Background: an optimization exercise with open tools, aiming at small area, a short achievable clock period and few clock cycles. Do not read the settings as production practice. Where RTL was checked, it was by simulation tests only, not by an equivalence proof against the original.

==> trial 68 <==
## taylor_sine
module taylor_sine(
    input clock,
    input reset,
    input start_in,
    input signed [11:0] x_in,
    output reg ready_out,
    output [11:0] sin_out
);
==> module taylor_sine, before the edit <==
module taylor_sine(
    input clock,
    input reset,
    input start_in,
    input signed [11:0] x_in,
    output reg ready_out,
    output [11:0] sin_out
);
reg armed;
reg [5:1] ph;           
reg [11:0] t, n2, acc;
reg [5:0] b_one, b_two, b_neg;    
wire idle = ~|ph;
wire go   = idle && armed && start_in;
wire [10:0] u = ~n2[10:0];
wire big = (u >= 11'd1624 && u < 11'd1632) || (u >= 11'd1654 && u < 11'd1864) ||
           (u >= 11'd1868 && u < 11'd1912) || (u >= 11'd1916 && u < 11'd1918) ||
           (u >= 11'd1954 && u < 11'd1962);
wire n2_pos = !n2[11] && (n2[10:0] != 11'd0);
wire m3 = n2_pos && t[11];
wire m12 = n2[11] && ($signed(t) <= -12'sd49);
wire [1:0] m = m3 ? 2'd3 : m12 ? (big ? 2'd2 : 2'd1) : 2'd0;
wire [11:0] bnext = (idle | ph[1]) ? x_in : ph[2] ? 12'd171 : ph[3] ? n2 : 12'd51;
reg [5:0] e_one, e_two, e_neg;
reg bm1;
integer i;
always @(*) begin
    for (i = 0; i < 6; i = i + 1) begin
        bm1 = (i == 0) ? 1'b0 : bnext[2*i-1];
        e_one[i] = bnext[2*i] ^ bm1;
        e_two[i] = (bnext[2*i+1] & ~bnext[2*i] & ~bm1) | (~bnext[2*i+1] & bnext[2*i] & bm1);
        e_neg[i] = bnext[2*i+1];
    end
end
reg [21:0] r0, r1, r2, r3, r4, r5, rn;
reg [12:0] v, e;
reg [21:0] pp [0:5];
always @(*) begin
    for (i = 0; i < 6; i = i + 1) begin
        v = b_one[i] ? {t[11], t} : b_two[i] ? {t, 1'b0} : 13'd0;
        e = v ^ {13{b_neg[i]}};
        pp[i] = {9'd0, ~e[12], e[11:0]} << (2*i);
    end
    r0 = {1'b1, 1'b0, 1'b1, 1'b0, 1'b1, 1'b0, 1'b1, ~pp[0][12], ~pp[0][12], ~pp[0][12], pp[0][11:0]};
    r0[14] = pp[0][12];
    r1 = pp[1] | {21'd0, b_neg[0]};
    r2 = pp[2] | ({21'd0, b_neg[1]} << 2);
    r3 = pp[3] | ({21'd0, b_neg[2]} << 4);
    r4 = pp[4] | ({21'd0, b_neg[3]} << 6);
    r5 = pp[5] | {acc, 10'd0} | ({21'd0, b_neg[4]} << 8);
    rn = {21'd0, b_neg[5]} << 10;
end
function [43:0] csa(input [21:0] a, input [21:0] b, input [21:0] c);
    csa = {a ^ b ^ c, ((a & b) | (a & c) | (b & c)) << 1};
endfunction
wire [21:0] s1, c1, s2, c2, s3, c3, s4, c4, s5, c5;
assign {s1, c1} = csa(r0, r1, r2);
assign {s2, c2} = csa(r3, r4, r5);
assign {s3, c3} = csa(s1, c1, s2);
assign {s4, c4} = csa(c2, rn, s3);
assign {s5, c5} = csa(s4, c4, c3);
wire [21:0] prod = s5 + c5;
wire [11:0] res = prod[21:10];
always @(posedge clock) begin
    if (reset) begin
        ready_out <= 1'b0;
        armed <= 1'b1;
        ph <= 5'd0;
    end else begin
        ph <= {ph[4:1], go};
        if (go) begin
            ready_out <= 1'b0;
            armed <= 1'b0;
        end else if (ph[5]) begin
            ready_out <= 1'b1;
        end else if (idle && !start_in) begin
            armed <= 1'b1;
        end
    end
end
always @(posedge clock) begin
    b_one <= e_one;
    b_two <= e_two;
    b_neg <= e_neg;
    if (go) begin
        t   <= x_in;
        acc <= 12'd0;
    end
    if (ph[1]) n2 <= ~res;
    if (ph[1] | ph[2] | ph[3] | ph[4] | ph[5]) t <= res ^ {12{ph[1]}};
    if (ph[4]) begin
        acc <= x_in + t - {10'd0, m};
    end
end
assign sin_out = t;
endmodule
export LEC_CHECK = 0
export CAP_MARGIN = 20
export CORE_MARGIN = 2
export CORE_UTILIZATION = 40
export SETUP_SLACK_MARGIN = 4
export SLEW_MARGIN = 20
create_clock -name core_clock -period 10.0 [get_ports {clock}]
run.sh (not shown) runs the stock make flow with config.mk's settings and CLKGATE_MAP_FILE= SYNTH_SCRIPT=/design/flow/synth_recipe.tcl, a recipe that flattens the netlist after the stock synthesis.
==> inputs of build 44, as changes to trial 68 <==
==> flow/design.v (replaced) <==
module taylor_sine(
    input clock,
    input reset,
    input start_in,
    input signed [11:0] x_in,
    output reg ready_out,
    output signed [11:0] sin_out
);
reg armed;
reg [5:1] ph;           
reg signed [11:0] t, n2, s;
wire idle = ~|ph;
wire acc  = idle && armed && start_in;
wire signed [11:0] mb = ph[3] ? 12'sd171 : ph[5] ? 12'sd51 : n2;
reg [21:0] prod;
reg [12:0] v, e;
reg one, two, neg, bm1;
integer i;
always @(*) begin
    prod = 22'h2ab000;   
    for (i = 0; i < 6; i = i + 1) begin
        bm1 = (i == 0) ? 1'b0 : mb[2*i-1];
        one = mb[2*i] ^ bm1;
        two = (mb[2*i+1] & ~mb[2*i] & ~bm1) | (~mb[2*i+1] & mb[2*i] & bm1);
        neg = mb[2*i+1];
        v = one ? {t[11], t} : two ? {t, 1'b0} : 13'd0;
        e = v ^ {13{neg}};
        prod = prod + ({9'd0, ~e[12], e[11:0]} << (2*i)) + ({21'd0, neg} << (2*i));
    end
end
wire signed [11:0] res = prod[21:10];
always @(posedge clock) begin
    if (reset) begin
        ready_out <= 1'b0;
        armed <= 1'b1;
        ph <= 5'd0;
    end else begin
        ph <= {ph[4:1], acc};
        if (acc) begin
            ready_out <= 1'b0;
            armed <= 1'b0;
        end else if (ph[5]) begin
            ready_out <= 1'b1;
        end else if (idle && !start_in) begin
            armed <= 1'b1;
        end
    end
end
always @(posedge clock) begin
    if (acc) begin
        t  <= x_in;
        n2 <= x_in;
        s  <= x_in;
    end
    if (ph[1]) n2 <= ~res;
    if (ph[2] | ph[3] | ph[4] | ph[5]) t <= res;
    if (ph[4]) s <= s + t;
end
wire c1_neg = t[11];
wire c1_pos = !t[11] && (t[10:0] != 11'd0);
wire n2_neg = n2[11];
wire n2_pos = !n2[11] && (n2[10:0] != 11'd0);
wire [10:0] nn2 = ~n2[10:0];    
reg big;
always @(*) begin
    case (t[4:0])
        5'd22: big = nn2 >= 11'd1954;
        5'd23: big = nn2 >= 11'd1869;
        5'd24: big = nn2 >= 11'd1792;
        5'd25: big = nn2 >= 11'd1720;
        5'd26: big = nn2 >= 11'd1654;
        5'd27: big = nn2 >= 11'd1592;
        5'd28: big = nn2 >= 11'd1536;
        5'd29: big = nn2 >= 11'd1483;
        5'd30: big = nn2 >= 11'd1433;
        5'd31: big = nn2 >= 11'd1387;
        default: big = 1'b0;
    endcase
end
wire signed [2:0] corr = (c1_neg && n2_pos) ? -3'sd3 :
                         (c1_pos && n2_neg) ? (big ? -3'sd2 : -3'sd1) : 3'sd0;
assign sin_out = s + t + corr;
endmodule
SETUP_SLACK_MARGIN = not set   (was 4)
==> inputs of trial 80, as changes to trial 68 <==
--- a/flow/design.v
+++ b/flow/design.v
@@ -82,15 +82,10 @@
     b_one <= e_one;
     b_two <= e_two;
     b_neg <= e_neg;
-    if (go) begin
-        t   <= x_in;
-        acc <= 12'd0;
-    end
+    acc <= ph[4] ? x_in + t - {10'd0, m} : 12'd0;
+    if (go) t <= x_in;
     if (ph[1]) n2 <= ~res;
     if (ph[1] | ph[2] | ph[3] | ph[4] | ph[5]) t <= res ^ {12{ph[1]}};
-    if (ph[4]) begin
-        acc <= x_in + t - {10'd0, m};
-    end
 end
 assign sin_out = t;
 endmodule
CORE_UTILIZATION = 65   (was 40)
CTS_BUF_LIST = sky130_fd_sc_hd__clkbuf_4   (was not set)
==> qor summary <==
Beginning of the worst register-to-register path: build 44 ph[5]; trial 68 b_one[3]; trial 80 b_two[3]
Worst Hold Margin: build 44 0.4991 ns; trial 68 0.5054 ns; trial 80 0.4844 ns
Commonest non-fill, non-tap cell in the layout: build 44 sky130_fd_sc_hd__o21ai_0; trial 68 sky130_fd_sc_hd__inv_1; trial 80 sky130_fd_sc_hd__nand2_1
Well-tap cell count: build 44 234; trial 68 220; trial 80 136
Crit Reg-Reg Endpoint: build 44 t[11]; trial 68 t[7]; trial 80 t[10]
Leading register cell type out of synthesis: build 44 sky130_fd_sc_hd__edfxtp_1; trial 68 sky130_fd_sc_hd__edfxtp_1; trial 80 sky130_fd_sc_hd__dfxtp_1
Average detailed-routed wire length per instance: build 44 18.52 microns; trial 68 17.72 microns; trial 80 18.48 microns
Height of the die: build 44 141.0 microns; trial 68 135.1 microns; trial 80 106.0 microns
Synthesized-area fraction occupied by and/or/nand/nor cells: build 44 0.1592; trial 68 0.1332; trial 80 0.1537
Clock transition time at the flip-flop clock pins of the worst setup and hold paths: build 44 0.07 ns; trial 68 0.06 ns; trial 80 0.12 ns
Cell depth of the worst hold path: build 44 1; trial 68 2; trial 80 2
Share of synthesized area spent on multiplexers: build 44 0.04619; trial 68 0.003276; trial 80 0.009430
Sequential share of cell area: build 44 0.1515; trial 68 0.2095; trial 80 0.1977
Yosys warning total: build 44 1; trial 68 2; trial 80 2
RePlAce Congestion: build 44 0.9476; trial 68 0.9602; trial 80 0.9599
Outcome: build 44 no timing/DRC/antenna violations; trial 68 no timing/DRC/antenna violations; trial 80 no timing/DRC/antenna violations
Layout cell share with drive strength beyond 1: build 44 0.06197; trial 68 0.04161; trial 80 0.06991
Stages on the worst setup path: build 44 20; trial 68 19; trial 80 18
Count of inverters other than clock inverters in the layout: build 44 75; trial 68 100; trial 80 103
Sinks on the clock net: build 44 43; trial 68 61; trial 80 61
No run of this note included a check of the RTL's function; only the layout flow was run.

* * *

==> inputs of run a <==
taylor_sine, a different RTL version from the one above (not shown whole).
clock: 10.0 ns
lec_check: 0
abc_area: 1
cap_margin: 20
core_margin: 2
core_utilization: 50
cts_buf_list: sky130_fd_sc_hd__clkbuf_8
slew_margin: 20
standard.sh (not shown) runs the stock make flow with config.mk's settings and CLKGATE_MAP_FILE= SYNTH_SCRIPT=/design/flow/synth_recipe.tcl, a recipe that flattens the netlist after the stock synthesis.
==> flow/flow/run.sh <==
#!/bin/bash
# The standard layout (the standard.sh, unchanged steps and settings),
# except that the port buffers that global placement inserts on every
# input and output are the small sky130_fd_sc_hd__buf_1 instead of the
# buffer cell the resizer would pick by default.
set -euo pipefail
export BUFFER_PORTS_ARGS="-buffer_cell sky130_fd_sc_hd__buf_1"
bash standard.sh > standard.log 2>&1
==> run b: changes against run a <==
- CORE_UTILIZATION: 50 -> 28
- PLACE_DENSITY: not set -> 0.33
==> qor.csv <==
metric,value,unit
# resized after CTS,0,
"Top FF cell, synth",edfxtp_1,
Fail Step,5_1_grt,
largest family of logic cells by synthesized area,simple AND/OR/NAND/NOR gates,
Initial Util,28.4,%
placed cell areas,15200,µm²
area of the mapped netlist,14600,µm²
Final HPWL DP,116000,µm
number of flops mapped to enable cells by yosys,25,
CTS max path bufs,2,
post-synth top area cell,nand2_1,
routability cong.,1.55,
Placed Instances,3649,
FP Rows,83,
pin count of the biggest net entering global routing,64,
chip width,233,µm
First Err,[ERROR GRT-0116] Global routing finished with congestion. Check the congestion regions in the DRC Viewer.,
die span in y,233,µm
status,did not finish,
H-tree depth,1,
pre-CTS setup slack,3.50,ns
(the above is from run b)
==> qor.csv <==
metric,value,unit
routability cong.,1.71,
post-synth top area cell,nand2_1,
status,did not finish,
Fail Step,5_1_grt,
First Err,[ERROR GRT-0116] Global routing finished with congestion. Check the congestion regions in the DRC Viewer.,
Placed Instances,3353,
placed cell areas,14900,µm²
Final HPWL DP,102000,µm
Initial Util,50.9,%
area of the mapped netlist,14600,µm²
number of flops mapped to enable cells by yosys,25,
pin count of the biggest net entering global routing,64,
"Top FF cell, synth",edfxtp_1,
FP Rows,62,
pre-CTS setup slack,3.54,ns
CTS max path bufs,2,
# resized after CTS,0,
(the above is from run a)
Function was not checked in any run of this note: the RTL went through the layout flow alone.

* * *

==> exp/fjord: inputs <==
Another version of the RTL of taylor_sine (not shown whole).
==> module taylor_sine, before the edit <==
module taylor_sine(
    input clock,
    input reset,
    input start_in,
    input signed [11:0] x_in,
    output reg ready_out,
    output signed [11:0] sin_out
);
reg armed;
reg [2:0] st;
reg signed [11:0] t, n2, s;
reg signed [11:0] mb;
always @(*) begin
    case (st)
        3'd1: mb = t;
        3'd3: mb = 12'sd171;
        3'd5: mb = 12'sd51;
        default: mb = n2;
    endcase
end
wire signed [23:0] prod = t * mb;
wire signed [11:0] ph = prod[21:10];
always @(posedge clock) begin
    if (reset) begin
        ready_out <= 1'b0;
        armed <= 1'b1;
        st <= 3'd0;
    end else begin
        case (st)
            3'd0: begin
                if (armed && start_in) begin
                    ready_out <= 1'b0;
                    armed <= 1'b0;
                    st <= 3'd1;
                end else if (!start_in) begin
                    armed <= 1'b1;
                end
            end
            3'd6: begin
                ready_out <= 1'b1;
                st <= 3'd0;
            end
            default: st <= st + 3'd1;
        endcase
    end
end
always @(posedge clock) begin
    case (st)
        3'd0: if (armed && start_in) begin
            t <= x_in;
            s <= x_in;
        end
        3'd1: n2 <= ~ph;
        3'd2, 3'd3, 3'd5: t <= ph;
        3'd4, 3'd6: begin
            t <= ph;
            s <= s + t;
        end
        default: ;
    endcase
end
wire signed [6:0] p2 = t[6:0];
wire signed [1:0] c2 = (p2 >= 7'sd43) ? 2'sd1 :
                       (p2 >= 7'sd0)  ? 2'sd0 :
                       (p2 >= -7'sd42) ? -2'sd1 : -2'sd2;
wire n2_pos = !n2[11] && (n2 != 12'sd0);
wire n2_neg = n2[11];
wire signed [1:0] tl = (c2[1] && n2_pos) ? -2'sd2 :
                       (c2 == 2'sd1 && n2_neg) ? -2'sd1 : 2'sd0;
assign sin_out = s + c2 + tl;
endmodule
Settings: LEC_CHECK=0, CAP_MARGIN=20, CORE_MARGIN=2, CORE_UTILIZATION=40, SLEW_MARGIN=20; clock period 10.0 ns.
run.sh (not shown) runs the stock make flow with config.mk's settings and CLKGATE_MAP_FILE= SYNTH_SCRIPT=/design/flow/synth_recipe.tcl, a recipe that flattens the netlist after the stock synthesis.
Stock flow here: none of the scripts above is used.
==> inputs of exp/pepper, as changes to exp/fjord <==
==> flow/design.v (replaced) <==
module taylor_sine(
    input clock,
    input reset,
    input start_in,
    input signed [11:0] x_in,
    output reg ready_out,
    output [11:0] sin_out
);
reg armed;
reg [5:1] ph;           
reg signed [11:0] t, n2, acc;
reg [1:0] m;
wire idle = ~|ph;
wire go   = idle && armed && start_in;
function in_range(input signed [11:0] v, input signed [11:0] lo, input signed [11:0] hi);
    in_range = (v >= lo) && (v <= hi);
endfunction
wire m3 = in_range(x_in, -12'sd2047, -12'sd1716) | in_range(x_in, 12'sd1449, 12'sd1715);
wire m2 = in_range(x_in, -12'sd1417, -12'sd1415) | (x_in == -12'sd1401) |
          in_range(x_in, -12'sd1399, -12'sd1384) | in_range(x_in, -12'sd1381, -12'sd1302) |
          in_range(x_in, -12'sd1292, -12'sd1290);
wire m1 = in_range(x_in, -12'sd1448, -12'sd1290) | in_range(x_in, 12'sd670, 12'sd1289);
wire [1:0] m_x = m3 ? 2'd3 : m2 ? 2'd2 : m1 ? 2'd1 : 2'd0;
wire [11:0] mb = ph[3] ? 12'd171 : ph[5] ? 12'd51 : n2;
reg [21:0] r0, r1, r2, r3, r4, r5, rc, ra, rm;
reg [12:0] v, e;
reg one, two, neg, bm1;
reg [5:0] negs;
reg [21:0] pp [0:5];
integer i;
always @(*) begin
    for (i = 0; i < 6; i = i + 1) begin
        bm1 = (i == 0) ? 1'b0 : mb[2*i-1];
        one = mb[2*i] ^ bm1;
        two = (mb[2*i+1] & ~mb[2*i] & ~bm1) | (~mb[2*i+1] & mb[2*i] & bm1);
        neg = mb[2*i+1];
        v = one ? {t[11], t} : two ? {t, 1'b0} : 13'd0;
        e = v ^ {13{neg}};
        negs[i] = neg;
        pp[i] = {9'd0, ~e[12], e[11:0]} << (2*i);
    end
    r0 = pp[0];
    r1 = pp[1] | {21'd0, negs[0]};
    r2 = pp[2] | ({21'd0, negs[1]} << 2);
    r3 = pp[3] | ({21'd0, negs[2]} << 4);
    r4 = pp[4] | ({21'd0, negs[3]} << 6);
    r5 = pp[5] | ({21'd0, negs[4]} << 8);
    ra = {acc, 10'd0};
    rm = ({20'd0, ~m} + {21'd0, negs[5]}) << 10;
    rc = 22'h2aa400;
end
function [43:0] csa(input [21:0] a, input [21:0] b, input [21:0] c);
    csa = {a ^ b ^ c, ((a & b) | (a & c) | (b & c)) << 1};
endfunction
wire [21:0] s1, c1, s2, c2, s3, c3, s4, c4, s5, c5, s6, c6;
assign {s1, c1} = csa(r0, r1, r2);
assign {s2, c2} = csa(r3, r4, r5);
assign {s3, c3} = csa(rc, ra, rm);
assign {s4, c4} = csa(s1, c1, s2);
assign {s5, c5} = csa(c2, s3, c3);
assign {s6, c6} = csa(s4, c4, s5);
wire [21:0] s7, c7;
assign {s7, c7} = csa(s6, c6, c5);
wire [21:0] prod = s7 + c7;
wire [11:0] res = prod[21:10];
always @(posedge clock) begin
    if (reset) begin
        ready_out <= 1'b0;
        armed <= 1'b1;
        ph <= 5'd0;
    end else begin
        ph <= {ph[4:1], go};
        if (go) begin
            ready_out <= 1'b0;
            armed <= 1'b0;
        end else if (ph[5]) begin
            ready_out <= 1'b1;
        end else if (idle && !start_in) begin
            armed <= 1'b1;
        end
    end
end
always @(posedge clock) begin
    if (go) begin
        t   <= x_in;
        n2  <= x_in;
        acc <= 12'd0;
        m   <= 2'd0;
    end
    if (ph[1]) n2 <= ~res;
    if (ph[2] | ph[3] | ph[4] | ph[5]) t <= res;
    if (ph[4]) begin
        acc <= x_in + t;
        m   <= m_x;
    end
end
assign sin_out = t;
endmodule
==> inputs of exp/indigo, as changes to exp/fjord <==
==> flow/design.v (replaced) <==
module taylor_sine(
    input clock,
    input reset,
    input start_in,
    input signed [11:0] x_in,
    output reg ready_out,
    output [11:0] sin_out
);
reg armed;
reg [5:1] ph;           
reg [11:0] t, n2, acc;
reg [1:0] m;
reg [5:0] b_one, b_two, b_neg;    
wire idle = ~|ph;
wire go   = idle && armed && start_in;
function in_range(input signed [11:0] v, input signed [11:0] lo, input signed [11:0] hi);
    in_range = (v >= lo) && (v <= hi);
endfunction
wire m3 = in_range(x_in, -12'sd2047, -12'sd1716) | in_range(x_in, 12'sd1449, 12'sd1715);
wire m2 = in_range(x_in, -12'sd1417, -12'sd1415) | (x_in == -12'sd1401) |
          in_range(x_in, -12'sd1399, -12'sd1384) | in_range(x_in, -12'sd1381, -12'sd1302) |
          in_range(x_in, -12'sd1292, -12'sd1290);
wire m1 = in_range(x_in, -12'sd1448, -12'sd1290) | in_range(x_in, 12'sd670, 12'sd1289);
wire [1:0] m_x = m3 ? 2'd3 : m2 ? 2'd2 : m1 ? 2'd1 : 2'd0;
wire [11:0] bnext = (idle | ph[1]) ? x_in : ph[2] ? 12'd171 : ph[3] ? n2 : 12'd51;
reg [5:0] e_one, e_two, e_neg;
reg bm1;
integer i;
always @(*) begin
    for (i = 0; i < 6; i = i + 1) begin
        bm1 = (i == 0) ? 1'b0 : bnext[2*i-1];
        e_one[i] = bnext[2*i] ^ bm1;
        e_two[i] = (bnext[2*i+1] & ~bnext[2*i] & ~bm1) | (~bnext[2*i+1] & bnext[2*i] & bm1);
        e_neg[i] = bnext[2*i+1];
    end
end
reg [21:0] r0, r1, r2, r3, r4, r5, rc, ra, rm;
reg [12:0] v, e;
reg [21:0] pp [0:5];
always @(*) begin
    for (i = 0; i < 6; i = i + 1) begin
        v = b_one[i] ? {t[11], t} : b_two[i] ? {t, 1'b0} : 13'd0;
        e = v ^ {13{b_neg[i]}};
        pp[i] = {9'd0, ~e[12], e[11:0]} << (2*i);
    end
    r0 = pp[0];
    r1 = pp[1] | {21'd0, b_neg[0]};
    r2 = pp[2] | ({21'd0, b_neg[1]} << 2);
    r3 = pp[3] | ({21'd0, b_neg[2]} << 4);
    r4 = pp[4] | ({21'd0, b_neg[3]} << 6);
    r5 = pp[5] | ({21'd0, b_neg[4]} << 8);
    ra = {acc, 10'd0};
    rm = ({20'd0, ~m} + {21'd0, b_neg[5]}) << 10;
    rc = 22'h2aa400;
end
function [43:0] csa(input [21:0] a, input [21:0] b, input [21:0] c);
    csa = {a ^ b ^ c, ((a & b) | (a & c) | (b & c)) << 1};
endfunction
wire [21:0] s1, c1, s2, c2, s3, c3, s4, c4, s5, c5, s6, c6, s7, c7;
assign {s1, c1} = csa(r0, r1, r2);
assign {s2, c2} = csa(r3, r4, r5);
assign {s3, c3} = csa(rc, ra, rm);
assign {s4, c4} = csa(s1, c1, s2);
assign {s5, c5} = csa(c2, s3, c3);
assign {s6, c6} = csa(s4, c4, s5);
assign {s7, c7} = csa(s6, c6, c5);
wire [21:0] prod = s7 + c7;
wire [11:0] res = prod[21:10];
always @(posedge clock) begin
    if (reset) begin
        ready_out <= 1'b0;
        armed <= 1'b1;
        ph <= 5'd0;
    end else begin
        ph <= {ph[4:1], go};
        if (go) begin
            ready_out <= 1'b0;
            armed <= 1'b0;
        end else if (ph[5]) begin
            ready_out <= 1'b1;
        end else if (idle && !start_in) begin
            armed <= 1'b1;
        end
    end
end
always @(posedge clock) begin
    b_one <= e_one;
    b_two <= e_two;
    b_neg <= e_neg;
    if (go) begin
        t   <= x_in;
        acc <= 12'd0;
        m   <= 2'd0;
    end
    if (ph[1]) n2 <= ~res;
    if (ph[1] | ph[2] | ph[3] | ph[4] | ph[5]) t <= res ^ {12{ph[1]}};
    if (ph[4]) begin
        acc <= x_in + t;
        m   <= m_x;
    end
end
assign sin_out = t;
endmodule
--- a/flow/config.mk
+++ b/flow/config.mk
@@ -8,4 +8,5 @@
 export CAP_MARGIN = 20
 export CORE_MARGIN = 2
-export CORE_UTILIZATION = 40
+export CORE_UTILIZATION = 60
+export SETUP_SLACK_MARGIN = 4
 export SLEW_MARGIN = 20
==> notes <==
Maximum frequency, lowest first: exp/pepper, exp/fjord, exp/indigo. Non-clock buffer count, lowest first: exp/fjord, exp/pepper, exp/indigo. Setup slack, lowest first: exp/pepper, exp/fjord, exp/indigo. Count of clock-buffer cells in the layout: exp/indigo is higher than exp/fjord (6). The highest register-to-register slack belongs to exp/indigo, the lowest to exp/pepper. Area after synthesis, highest first: exp/fjord, exp/pepper, exp/indigo. Against exp/pepper, the flip-flop and latch count of exp/fjord is lower by 4. Die area, lowest first: exp/indigo, exp/pepper, exp/fjord.
Testbench counts of exp/indigo, summed over its fixed seeds: cycles 11,192.
Only the layout flow was run in exp/fjord and exp/pepper; the RTL was not checked for function there.

-- afterwards: timing with drivers on the ports --
Ports are ideal in the flow. The routed layouts listed here were re-timed in OpenROAD.
Step 1, drivers: a clkbuf_16 drives clock and a buf_2 each remaining input, both assumed.
Step 2 also shifts input and output timing later by t, the mid clock arrival at the registers, as if the neighbouring blocks saw the same clock.
Slacks: no drivers / after step 1 / after step 2; pairs: no drivers / after step 1.
| run | t (ns) | slack for setup (ns) | hold slack, ns | worst setup path at the end | clock arrival spread, ns |
|---|---|---|---|---|---|
| trial 68 | 0.373 | 4.344 / 4.344 / 4.344 | 0.505 / 0.505 / 0.505 | register to register | 0.010 / 0.010 |
| build 44 | 0.328 | 2.851 / 2.811 / 3.139 | 0.499 / 0.499 / 0.499 | register to output | 0.010 / 0.010 |
| trial 80 | 0.464 | 4.337 / 4.337 / 4.337 | 0.484 / 0.484 / 0.484 | register to register | 0.023 / 0.022 |
| exp/fjord | 0.325 | 2.800 / 2.760 / 3.084 | 0.476 / 0.476 / 0.476 | register to output | 0.009 / 0.009 |
| exp/pepper | 0.324 | 2.704 / 2.704 / 2.704 | 0.496 / 0.496 / 0.496 | register to register | 0.012 / 0.012 |
| exp/indigo | 0.370 | 4.301 / 4.301 / 4.301 | 0.498 / 0.498 / 0.498 | register to register | 0.006 / 0.007 |
After both steps every run listed still meets setup and hold.
